This is an optimization exercise on Yosys and OpenROAD, whose aim is small area, not a production implementation. The RTL was checked by simulation tests, not by an equivalence proof against the original design. Power is estimated from default activity; no workload was simulated.

==> inputs of build 12 <==
Design top, start of the top module:
module top(
    input [1:0]   selectionSW,
    input [7:0]   desired_temp,
    input         CLK100MHZ,
    input         rst,
    input         TMP_SDA_i,
    output        TMP_SDA_o,
    output        TMP_SDA_oe,
    output        TMP_SCL,
    output reg [6:0] SEG,
    output reg [7:0] AN,
    output [15:0] LED,
    output redLED,
    output blueLED
    );
    reg [5:0] ph;        
    reg [3:0] cd;        
    reg [7:0] q;         
    reg [5:0] b60;       
    reg [3:0] a10;       
    reg [2:0] anode_select;
    wire tick   = (ph == 6'd49);
    wire tick10 = tick & (cd == 4'd9);
    wire lastp  = (cd == 4'd9) & (b60 == 6'd59);    
    wire stat   = tick & lastp;
    wire an_adv = tick10 & (((a10 == 4'd3) & (b60 == 6'd19)) |
                            ((a10 == 4'd6) & (b60 == 6'd39)) |
                            ((a10 == 4'd9) & (b60 == 6'd59)));
    always @(posedge CLK100MHZ or posedge rst) begin
        if (rst) begin
            ph <= 6'd0;
            cd <= 4'd0;
            q <= 8'd0;
            b60 <= 6'd0;
            a10 <= 4'd0;
            anode_select <= 3'd0;
        end else begin
            ph <= tick ? 6'd0 : ph + 6'd1;
            if (tick)
                cd <= (cd == 4'd9) ? 4'd0 : cd + 4'd1;
            if (tick10) begin
                q <= (q == 8'd255) ? 8'd200 : q + 8'd1;
                b60 <= (b60 == 6'd59) ? 6'd0 : b60 + 6'd1;
                if (b60 == 6'd59)
                    a10 <= (a10 == 4'd9) ? 4'd0 : a10 + 4'd1;
            end
            if (an_adv)
                anode_select <= anode_select + 3'd1;
        end
    end
    wire h = (cd >= 4'd5);
    assign TMP_SCL = ~q[0];
    assign TMP_SDA_oe = (q < 8'd217) | (q == 8'd235) | (q == 8'd236) | (q >= 8'd253);
    assign TMP_SDA_o = ~(((q == 8'd200) & h) | ((q == 8'd201) & ~h) |
                         ((q == 8'd203) & h) | ((q >= 8'd204) & (q <= 8'd206)) | ((q == 8'd207) & ~h) |
  ...
==> module top, before the edit <==
module top(
    input [1:0]   selectionSW,
    input [7:0]   desired_temp,
    input         CLK100MHZ,
    input         rst,
    input         TMP_SDA_i,
    output        TMP_SDA_o,
    output        TMP_SDA_oe,
    output        TMP_SCL,
    output reg [6:0] SEG,
    output reg [7:0] AN,
    output [15:0] LED,
    output redLED,
    output blueLED
    );
    reg [5:0] ph;        
    reg [3:0] cd;        
    reg [7:0] q;         
    reg [5:0] b60;       
    reg [3:0] a10;       
    reg [2:0] anode_select;
    wire tick   = (ph == 6'd49);
    wire tick10 = tick & (cd == 4'd9);
    wire lastp  = (cd == 4'd9) & (b60 == 6'd59);    
    wire stat   = tick & lastp;
    wire an_adv = tick10 & (((a10 == 4'd3) & (b60 == 6'd19)) |
                            ((a10 == 4'd6) & (b60 == 6'd39)) |
                            ((a10 == 4'd9) & (b60 == 6'd59)));
    always @(posedge CLK100MHZ or posedge rst) begin
        if (rst) begin
            ph <= 6'd0;
            cd <= 4'd0;
            q <= 8'd0;
            b60 <= 6'd0;
            a10 <= 4'd0;
            anode_select <= 3'd0;
        end else begin
            ph <= tick ? 6'd0 : ph + 6'd1;
            if (tick)
                cd <= (cd == 4'd9) ? 4'd0 : cd + 4'd1;
            if (tick10) begin
                q <= (q == 8'd255) ? 8'd200 : q + 8'd1;
                b60 <= (b60 == 6'd59) ? 6'd0 : b60 + 6'd1;
                if (b60 == 6'd59)
                    a10 <= (a10 == 4'd9) ? 4'd0 : a10 + 4'd1;
            end
            if (an_adv)
                anode_select <= anode_select + 3'd1;
        end
    end
    wire h = (cd >= 4'd5);
    assign TMP_SCL = ~q[0];
    assign TMP_SDA_oe = (q < 8'd217) | (q == 8'd235) | (q == 8'd236) | (q >= 8'd253);
    assign TMP_SDA_o = ~(((q == 8'd200) & h) | ((q == 8'd201) & ~h) |
                         ((q == 8'd203) & h) | ((q >= 8'd204) & (q <= 8'd206)) | ((q == 8'd207) & ~h) |
                         ((q == 8'd209) & h) | (q == 8'd210) | ((q == 8'd211) & ~h) |
                         (q == 8'd235) | (q == 8'd236));
    wire samp = tick10 & (((q >= 8'd222) & (q <= 8'd234) & ~q[0]) | (q == 8'd238));
    wire first = (q == 8'd222);
    reg [7:0] v;
    reg [2:0] r;
    reg [7:0] f_data;
    wire [2:0] rr = first ? 3'd0 : r;
    wire [4:0] t = {rr, 1'b0} + (TMP_SDA_i ? 5'd9 : 5'd0);
    reg [1:0] dq;
    reg [2:0] rn;
    always @(*) begin
        if (t >= 5'd15)      begin dq = 2'd3; rn = t - 5'd15; end
        else if (t >= 5'd10) begin dq = 2'd2; rn = t - 5'd10; end
        else if (t >= 5'd5)  begin dq = 2'd1; rn = t - 5'd5;  end
        else                 begin dq = 2'd0; rn = t[2:0];    end
    end
    always @(posedge CLK100MHZ) begin
        if (samp) begin
            v <= {v[6:0], 1'b0} + {6'd0, dq};
            r <= rn;
        end
    end
    always @(posedge CLK100MHZ or posedge rst) begin
        if (rst)
            f_data <= 8'd32;
        else if (tick & (q >= 8'd253))
            f_data <= v + 8'd32;
    end
    reg [7:0] ring [0:9];
    integer k;
    wire clr = (q == 8'd0);
    wire wr = lastp & ph[5] & ~ph[4] & (ph[3:0] == a10);    
    always @(posedge CLK100MHZ) begin
        ring[0] <= wr ? f_data : (clr ? 8'd0 : ring[9]);
        for (k = 1; k < 10; k = k + 1)
            ring[k] <= ring[k-1];
    end
    wire scan = lastp & (ph <= 6'd9);
    wire sfirst = (ph == 6'd0);
    wire div = lastp & (ph >= 6'd10) & (ph <= 6'd17);
    wire [7:0] x = ring[9];
    reg [11:0] acc;
    reg [7:0] mx, mn;
    wire [11:0] acc0 = sfirst ? 12'd0 : acc;
    wire [4:0] dt = {acc[11:8], acc[7]};
    wire dge = (dt >= 5'd10);
    wire [4:0] dr = dge ? dt - 5'd10 : dt;
    always @(posedge CLK100MHZ) begin
        if (scan) begin
            acc <= acc0 + {4'd0, x};
            if (sfirst | (x > mx)) mx <= x;
            if (sfirst | (x < mn)) mn <= x;
        end else if (div) begin
            acc <= {dr[3:0], acc[6:0], dge};
        end
    end
    reg [7:0] avg_temp, max_temp, min_temp;
    always @(posedge CLK100MHZ) begin
        if (stat) begin
            avg_temp <= acc[7:0];
            max_temp <= {mx[7:1], mx[0] | ~(|mx[7:1])};
            min_temp <= mn;
        end
    end
    wire svalid = (q >= 8'd60);
    reg [7:0] display_reg;
    always @(posedge CLK100MHZ) begin
        case (selectionSW)
            2'b00: display_reg <= desired_temp;
            2'b01: display_reg <= svalid ? avg_temp : 8'd0;
            2'b10: display_reg <= svalid ? min_temp : 8'd255;
            2'b11: display_reg <= svalid ? max_temp : 8'd0;
        endcase
    end
    wire [7:0] val = anode_select[2] ? f_data : display_reg;
    wire [7:0] tens8 = val / 8'd10;
    wire [3:0] ones = val % 8'd10;
    wire [3:0] digit = anode_select[0] ? tens8[3:0] : ones;
    always @(*) begin
        if (!anode_select[1])
            SEG = anode_select[0] ? 7'b001_1100 : 7'b011_1000;
        else case (digit)
            4'd0: SEG = 7'b000_0001;
            4'd1: SEG = 7'b100_1111;
            4'd2: SEG = 7'b001_0010;
            4'd3: SEG = 7'b000_0110;
            4'd4: SEG = 7'b100_1100;
            4'd5: SEG = 7'b010_0100;
            4'd6: SEG = 7'b010_0000;
            4'd7: SEG = 7'b000_1111;
            4'd8: SEG = 7'b000_0000;
            4'd9: SEG = 7'b000_0100;
            default: SEG = 7'b111_1111;
        endcase
    end
    always @(*) begin
        AN = 8'hff;
        AN[anode_select] = 1'b0;
    end
    assign LED = {display_reg, f_data};
    assign redLED = f_data < desired_temp;
    assign blueLED = f_data > desired_temp;
endmodule
export LEC_CHECK = 0
export CAP_MARGIN = 20
export CORE_MARGIN = 2
export CORE_UTILIZATION = 40
export CTS_BUF_LIST = sky130_fd_sc_hd__clkbuf_8
export SLEW_MARGIN = 20
create_clock -name core_clock -period 25.0 [get_ports {CLK100MHZ}]
run.sh (not shown) runs the stock make flow with config.mk's settings and CLKGATE_MAP_FILE= SYNTH_SCRIPT=/design/flow/synth_recipe.tcl, a recipe that flattens the netlist after the stock synthesis.
==> inputs of build 66, as changes to build 12 <==
--- a/flow/design.v
+++ b/flow/design.v
@@ -15,21 +15,20 @@
     output blueLED
     );
-    reg [5:0] ph;        
-    reg [3:0] cd;        
+    reg [8:0] m;         
     reg [7:0] q;         
     reg [5:0] b60;       
     reg [3:0] a10;       
     reg [2:0] anode_select;
-    wire tick   = (ph == 6'd49);
-    wire tick10 = tick & (cd == 4'd9);
-    wire lastp  = (cd == 4'd9) & (b60 == 6'd59);    
-    wire stat   = tick & lastp;
-    wire an_adv = tick10 & (((a10 == 4'd3) & (b60 == 6'd19)) |
-                            ((a10 == 4'd6) & (b60 == 6'd39)) |
-                            ((a10 == 4'd9) & (b60 == 6'd59)));
+    wire tick10 = (m[8:4] == 5'b11111) & m[1] & m[0];    
+    wire tick0  = (m == 9'd49);                           
+    wire b59    = (b60[5:3] == 3'b111) & b60[1] & b60[0];  
+    wire a9     = a10[3] & a10[0];                         
+    wire stat   = tick10 & b59;
+    wire an_adv = tick10 & ((~a10[2] & a10[1] & a10[0] & (b60 == 6'd19)) |      
+                            (a10[2] & a10[1] & ~a10[0] & (b60 == 6'd39)) |      
+                            (a9 & b59));
     always @(posedge CLK100MHZ or posedge rst) begin
         if (rst) begin
-            ph <= 6'd0;
-            cd <= 4'd0;
+            m <= 9'd0;
             q <= 8'd0;
             b60 <= 6'd0;
@@ -37,12 +36,10 @@
             anode_select <= 3'd0;
         end else begin
-            ph <= tick ? 6'd0 : ph + 6'd1;
-            if (tick)
-                cd <= (cd == 4'd9) ? 4'd0 : cd + 4'd1;
+            m <= tick10 ? 9'd0 : m + 9'd1;
             if (tick10) begin
                 q <= (q == 8'd255) ? 8'd200 : q + 8'd1;
-                b60 <= (b60 == 6'd59) ? 6'd0 : b60 + 6'd1;
-                if (b60 == 6'd59)
-                    a10 <= (a10 == 4'd9) ? 4'd0 : a10 + 4'd1;
+                b60 <= b59 ? 6'd0 : b60 + 6'd1;
+                if (b59)
+                    a10 <= a9 ? 4'd0 : a10 + 4'd1;
             end
             if (an_adv)
@@ -50,5 +47,5 @@
         end
     end
-    wire h = (cd >= 4'd5);
+    wire h = (m >= 9'd250);      
     assign TMP_SCL = ~q[0];
     assign TMP_SDA_oe = (q < 8'd217) | (q == 8'd235) | (q == 8'd236) | (q >= 8'd253);
@@ -56,5 +53,5 @@
                          ((q == 8'd203) & h) | ((q >= 8'd204) & (q <= 8'd206)) | ((q == 8'd207) & ~h) |
                          ((q == 8'd209) & h) | (q == 8'd210) | ((q == 8'd211) & ~h) |
-                         (q == 8'd235) | (q == 8'd236));
+                         ((q >= 8'd217) & (q <= 8'd252)));
     wire samp = tick10 & (((q >= 8'd222) & (q <= 8'd234) & ~q[0]) | (q == 8'd238));
     wire first = (q == 8'd222);
@@ -81,5 +78,5 @@
         if (rst)
             f_data <= 8'd32;
-        else if (tick & (q >= 8'd253))
+        else if (tick0 & (q == 8'd253))     
             f_data <= v + 8'd32;
     end
@@ -87,13 +84,12 @@
     integer k;
     wire clr = (q == 8'd0);
-    wire wr = lastp & ph[5] & ~ph[4] & (ph[3:0] == a10);    
+    wire wr = (m[8:6] == 3'd0) & m[5] & ~m[4] & (m[3:0] == a10) & (b60 == 6'd0);    
     always @(posedge CLK100MHZ) begin
-        ring[0] <= wr ? f_data : (clr ? 8'd0 : ring[9]);
+        ring[0] <= clr ? 8'd0 : (wr ? f_data : ring[9]);
         for (k = 1; k < 10; k = k + 1)
             ring[k] <= ring[k-1];
     end
-    wire scan = lastp & (ph <= 6'd9);
-    wire sfirst = (ph == 6'd0);
-    wire div = lastp & (ph >= 6'd10) & (ph <= 6'd17);
+    wire scan = (m >= 9'd481) & (m <= 9'd490) & b59;
+    wire sfirst = (m == 9'd481);
     wire [7:0] x = ring[9];
     reg [11:0] acc;
@@ -104,11 +100,10 @@
     wire [4:0] dr = dge ? dt - 5'd10 : dt;
     always @(posedge CLK100MHZ) begin
-        if (scan) begin
+        if (scan)
             acc <= acc0 + {4'd0, x};
-            if (sfirst | (x > mx)) mx <= x;
-            if (sfirst | (x < mn)) mn <= x;
-        end else if (div) begin
+        else
             acc <= {dr[3:0], acc[6:0], dge};
-        end
+        if (scan & (sfirst | (x > mx))) mx <= x;
+        if (scan & (sfirst | (x < mn))) mn <= x;
     end
     reg [7:0] avg_temp, max_temp, min_temp;
==> flow/flow/run.sh (new file) <==
#!/bin/bash
# Layout flow: the standard ORFS flow (standard.sh), with these changes:
#  - synthesis maps the logic with an area-oriented ABC script (flow/area.abc.in,
#    run with eight random seeds for its &deepsyn step; the smallest result is kept)
#    and without Yosys's half/full-adder extraction; everything else in the
#    standard synthesis script (synth_recipe.tcl) is unchanged, so the registers
#    are the same;
#  - port buffers use the smallest buffer cell (sky130_fd_sc_hd__buf_1);
#  - clock tree synthesis uses clkbuf_8 buffers and inserts no dummy loads.
# Each tool writes its full log under orfs/logs/; make's output goes to flow_make.log.
# Optional arguments: the make targets (default finish).
set -euo pipefail
W=$(pwd)
F=$W/flow
SEEDS="1 2 3 4 5 6 7 8"
DEEPSYN_S=${DEEPSYN_S:-80}
for s in $SEEDS; do
  sed -e "s/@SEED@/$s/" -e "s/@TIME@/$DEEPSYN_S/" "$F/area.abc.in" > "$W/area_$s.abc"
done
cat > "$W/area_synth.tcl" <<EOF
proc abc {args} {
  set o {}; set s 0; set lib {}
  foreach a \$args {
    if {\$s == 1} { set s 0; continue }
    if {\$s == 2} { set s 0; set lib \$a; lappend o \$a; continue }
    if {\$a eq "-script"} { set s 1; continue }
    if {\$a eq "-liberty"} { set s 2 }
    lappend o \$a
  }
  yosys design -save abc_pre
  set best 1e30
  foreach seed {$SEEDS} {
    yosys design -load abc_pre
    yosys abc -script $W/area_\$seed.abc {*}\$o
    yosys tee -q -o $W/abc_stat_\$seed.txt stat -liberty \$lib
    set fh [open $W/abc_stat_\$seed.txt]; set txt [read \$fh]; close \$fh
    regexp {Chip area for module[^:]*:\s*([0-9.]+)} \$txt -> area
    puts "area_synth: ABC seed \$seed gives \$area um2"
    if {\$area < \$best} { set best \$area; yosys design -save abc_best }
  }
  yosys design -load abc_best
  puts "area_synth: kept \$best um2"
}
proc extract_fa {args} { }
EOF
cat "$W/synth_recipe.tcl" >> "$W/area_synth.tcl"
sed "s#SYNTH_SCRIPT=[^ ]*#SYNTH_SCRIPT=$W/area_synth.tcl #" "$W/standard.sh" > "$W/area_standard.sh"
bash "$W/area_standard.sh" \
  "BUFFER_PORTS_ARGS=-buffer_cell sky130_fd_sc_hd__buf_1" \
  "CTS_ARGS=-sink_clustering_enable -repair_clock_nets -buf_list sky130_fd_sc_hd__clkbuf_8 -dont_use_dummy_load" \
  "${@:-finish}" > "$W/flow_make.log" 2>&1
==> flow/flow/area.abc.in (new file) <==
strash
&get -n
&dch -f
&nf -a -R 1000
&put
strash
&get -n
&deepsyn -T @TIME@ -S @SEED@
&put
strash
&get -n
&dch -f
&nf -a -R 1000
&put
strash
&get -n
&dch -f
&nf -a -R 1000
&put
strash
&get -n
&dch -f
&nf -a -R 1000
&put
topo
==> flow/standard.sh (new file) <==
#!/bin/bash
# synth_recipe.tcl (not shown) runs the flow's synth.tcl, then flattens the netlist and writes it again
# the make line also repeats each setting of config.mk as NAME=value (left out here)
make -C /OpenROAD-flow-scripts/flow DESIGN_CONFIG=/design/flow/config.mk WORK_HOME=/design/flow/orfs CLKGATE_MAP_FILE= SYNTH_SCRIPT=/design/flow/synth_recipe.tcl "${@:-finish}"
--- a/flow/config.mk
+++ b/flow/config.mk
@@ -9,4 +9,3 @@
 export CORE_MARGIN = 2
 export CORE_UTILIZATION = 40
-export CTS_BUF_LIST = sky130_fd_sc_hd__clkbuf_8
 export SLEW_MARGIN = 20
removed: flow/run.sh
==> inputs of build 46, as changes to build 12 <==
--- a/flow/design.v
+++ b/flow/design.v
@@ -84,19 +84,49 @@
             f_data <= v + 8'd32;
     end
-    reg [7:0] ring [0:9];
+    reg [7:0] ring [0:10];
     integer k;
-    wire clr = (q == 8'd0);
-    wire wr = lastp & ph[5] & ~ph[4] & (ph[3:0] == a10);    
     always @(posedge CLK100MHZ) begin
-        ring[0] <= wr ? f_data : (clr ? 8'd0 : ring[9]);
-        for (k = 1; k < 10; k = k + 1)
+        ring[0] <= stat ? f_data : ring[10];
+        for (k = 1; k < 11; k = k + 1)
             ring[k] <= ring[k-1];
     end
-    wire scan = lastp & (ph <= 6'd9);
-    wire sfirst = (ph == 6'd0);
-    wire div = lastp & (ph >= 6'd10) & (ph <= 6'd17);
-    wire [7:0] x = ring[9];
+    reg [3:0] cnt;       
+    reg [7:0] avg_temp, max_temp, min_temp;
+    always @(posedge CLK100MHZ or posedge rst) begin
+        if (rst) begin
+            cnt <= 4'd0;
+            avg_temp <= 8'd0;
+            max_temp <= 8'd0;
+            min_temp <= 8'd255;
+        end else if (stat) begin
+            if (cnt != 4'd10) cnt <= cnt + 4'd1;
+            avg_temp <= acc[7:0];
+            max_temp <= mx;
+            min_temp <= mn;
+        end
+    end
+    wire scan = lastp & (ph >= 6'd17) & (ph <= 6'd26);
+    wire sfirst = (ph == 6'd17);
+    wire div = lastp & (ph >= 6'd27) & (ph <= 6'd34);
+    reg [3:0] age;
+    always @(*) begin
+        case (ph[3:0])
+            4'd1:  age = 4'd7;    
+            4'd2:  age = 4'd3;
+            4'd3:  age = 4'd10;
+            4'd4:  age = 4'd6;
+            4'd5:  age = 4'd2;
+            4'd6:  age = 4'd9;
+            4'd7:  age = 4'd5;
+            4'd8:  age = 4'd1;
+            4'd9:  age = 4'd8;
+            default: age = 4'd4;  
+        endcase
+    end
+    wire [7:0] x = (age <= cnt) ? ring[10] : 8'd0;
     reg [11:0] acc;
     reg [7:0] mx, mn;
+    wire [7:0] mx0 = sfirst ? 8'd1 : mx;
+    wire [7:0] mn0 = sfirst ? 8'd255 : mn;
     wire [11:0] acc0 = sfirst ? 12'd0 : acc;
     wire [4:0] dt = {acc[11:8], acc[7]};
@@ -106,26 +136,17 @@
         if (scan) begin
             acc <= acc0 + {4'd0, x};
-            if (sfirst | (x > mx)) mx <= x;
-            if (sfirst | (x < mn)) mn <= x;
+            mx <= (x > mx0) ? x : mx0;
+            mn <= (x < mn0) ? x : mn0;
         end else if (div) begin
             acc <= {dr[3:0], acc[6:0], dge};
         end
     end
-    reg [7:0] avg_temp, max_temp, min_temp;
-    always @(posedge CLK100MHZ) begin
-        if (stat) begin
-            avg_temp <= acc[7:0];
-            max_temp <= {mx[7:1], mx[0] | ~(|mx[7:1])};
-            min_temp <= mn;
-        end
-    end
-    wire svalid = (q >= 8'd60);
     reg [7:0] display_reg;
     always @(posedge CLK100MHZ) begin
         case (selectionSW)
             2'b00: display_reg <= desired_temp;
-            2'b01: display_reg <= svalid ? avg_temp : 8'd0;
-            2'b10: display_reg <= svalid ? min_temp : 8'd255;
-            2'b11: display_reg <= svalid ? max_temp : 8'd0;
+            2'b01: display_reg <= avg_temp;
+            2'b10: display_reg <= min_temp;
+            2'b11: display_reg <= max_temp;
         endcase
     end
--- a/flow/config.mk
+++ b/flow/config.mk
@@ -9,4 +9,3 @@
 export CORE_MARGIN = 2
 export CORE_UTILIZATION = 40
-export CTS_BUF_LIST = sky130_fd_sc_hd__clkbuf_8
 export SLEW_MARGIN = 20
==> impl_metrics.py <==
metrics = {
    "status": {
        "outcome": "timing/DRC/antenna clean",
    },
    "setup_path": {
        "critPathMaxStageDelay_ps": 220,
    },
    "pwr": {
        "p_comb_share_pct": 3.7,
        "p_sw_share_pct": 20.8,
        "powerSeq_uw": 315,
    },
    "synthesis": {
        "yosysTopAreaCellShare_pct": 28.2,
    },
    "floorplanning": {
        "rows": 48,
        "die_h_um": 137,
    },
}
# the run above: build 66

==> impl_metrics.py <==
metrics = {
    "status": {
        "outcome": "timing/DRC/antenna clean",
    },
    "finish": {
        "drive_gt1_share_pct": 12.8,
        "layout.nets": 1035,
    },
    "floorplanning": {
        "die_h_um": 159,
        "rows": 56,
    },
    "pwr": {
        "comb-power_uw": 32.6,
        "p_comb_share_pct": 4.8,
        "p_sw_share_pct": 21.7,
        "powerSeq_uw": 334,
    },
    "timing": {
        "drv_slew": 0,
    },
    "synthesis": {
        "yosysTopAreaCellShare_pct": 19.9,
    },
    "setup_path": {
        "crit_required_ps": 20000,
        "path_cells": "clkdlybuf4s50_1, inv_1, ha_1, nor2b_1, o21ai_0, nand2b_1, a21oi_1, nor2_1, a211oi_1, nor2_1, clkdlybuf4s50_1",
    },
}
# the run above: build 46

==> impl_metrics.py <==
metrics = {
    "status": {
        "outcome": "timing/DRC/antenna clean",
    },
    "pwr": {
        "p_sw_share_pct": 26.8,
        "switchingPower_uw": 158,
    },
    "floorplanning": {
        "die_h_um": 156,
    },
    "setup_path": {
        "critPathMaxStageDelay_ps": 600,
    },
    "synthesis": {
        "yosysTopAreaCellShare_pct": 20.4,
    },
}
# the run above: build 12

## re-timing with driven ports
Ports are ideal in the flow. The routed layouts listed here were re-timed in OpenROAD.
Step 1 assumes that a clkbuf_16 drives the clock port and a buf_2 every other input.
Step 2 adds t to the input delays and takes it off the output delays; t is the mean of the earliest and latest rising clock arrival at the registers after step 1. Input paths then give back, and output paths get back, about the clock's delay inside the block.
a / b / c = no drivers / after step 1 / after step 2; a / b = the first two.
run | t, ns | setup WS [ns] | clock arrival spread, ns | worst data-port slew with drivers (ns)
build 12 | 0.503 | 12.758 / 12.726 / 12.726 | 0.024 / 0.024 | 0.06
build 66 | 0.470 | 13.709 / 13.690 / 13.690 | 0.029 / 0.029 | 0.04
build 46 | 0.538 | 12.495 / 12.450 / 12.450 | 0.010 / 0.011 | 0.05
After both steps setup and hold are still met in every run listed. For build 46, which loses most, drivers alone change the setup slack by -0.045 ns; drivers and shift together by -0.045 ns.
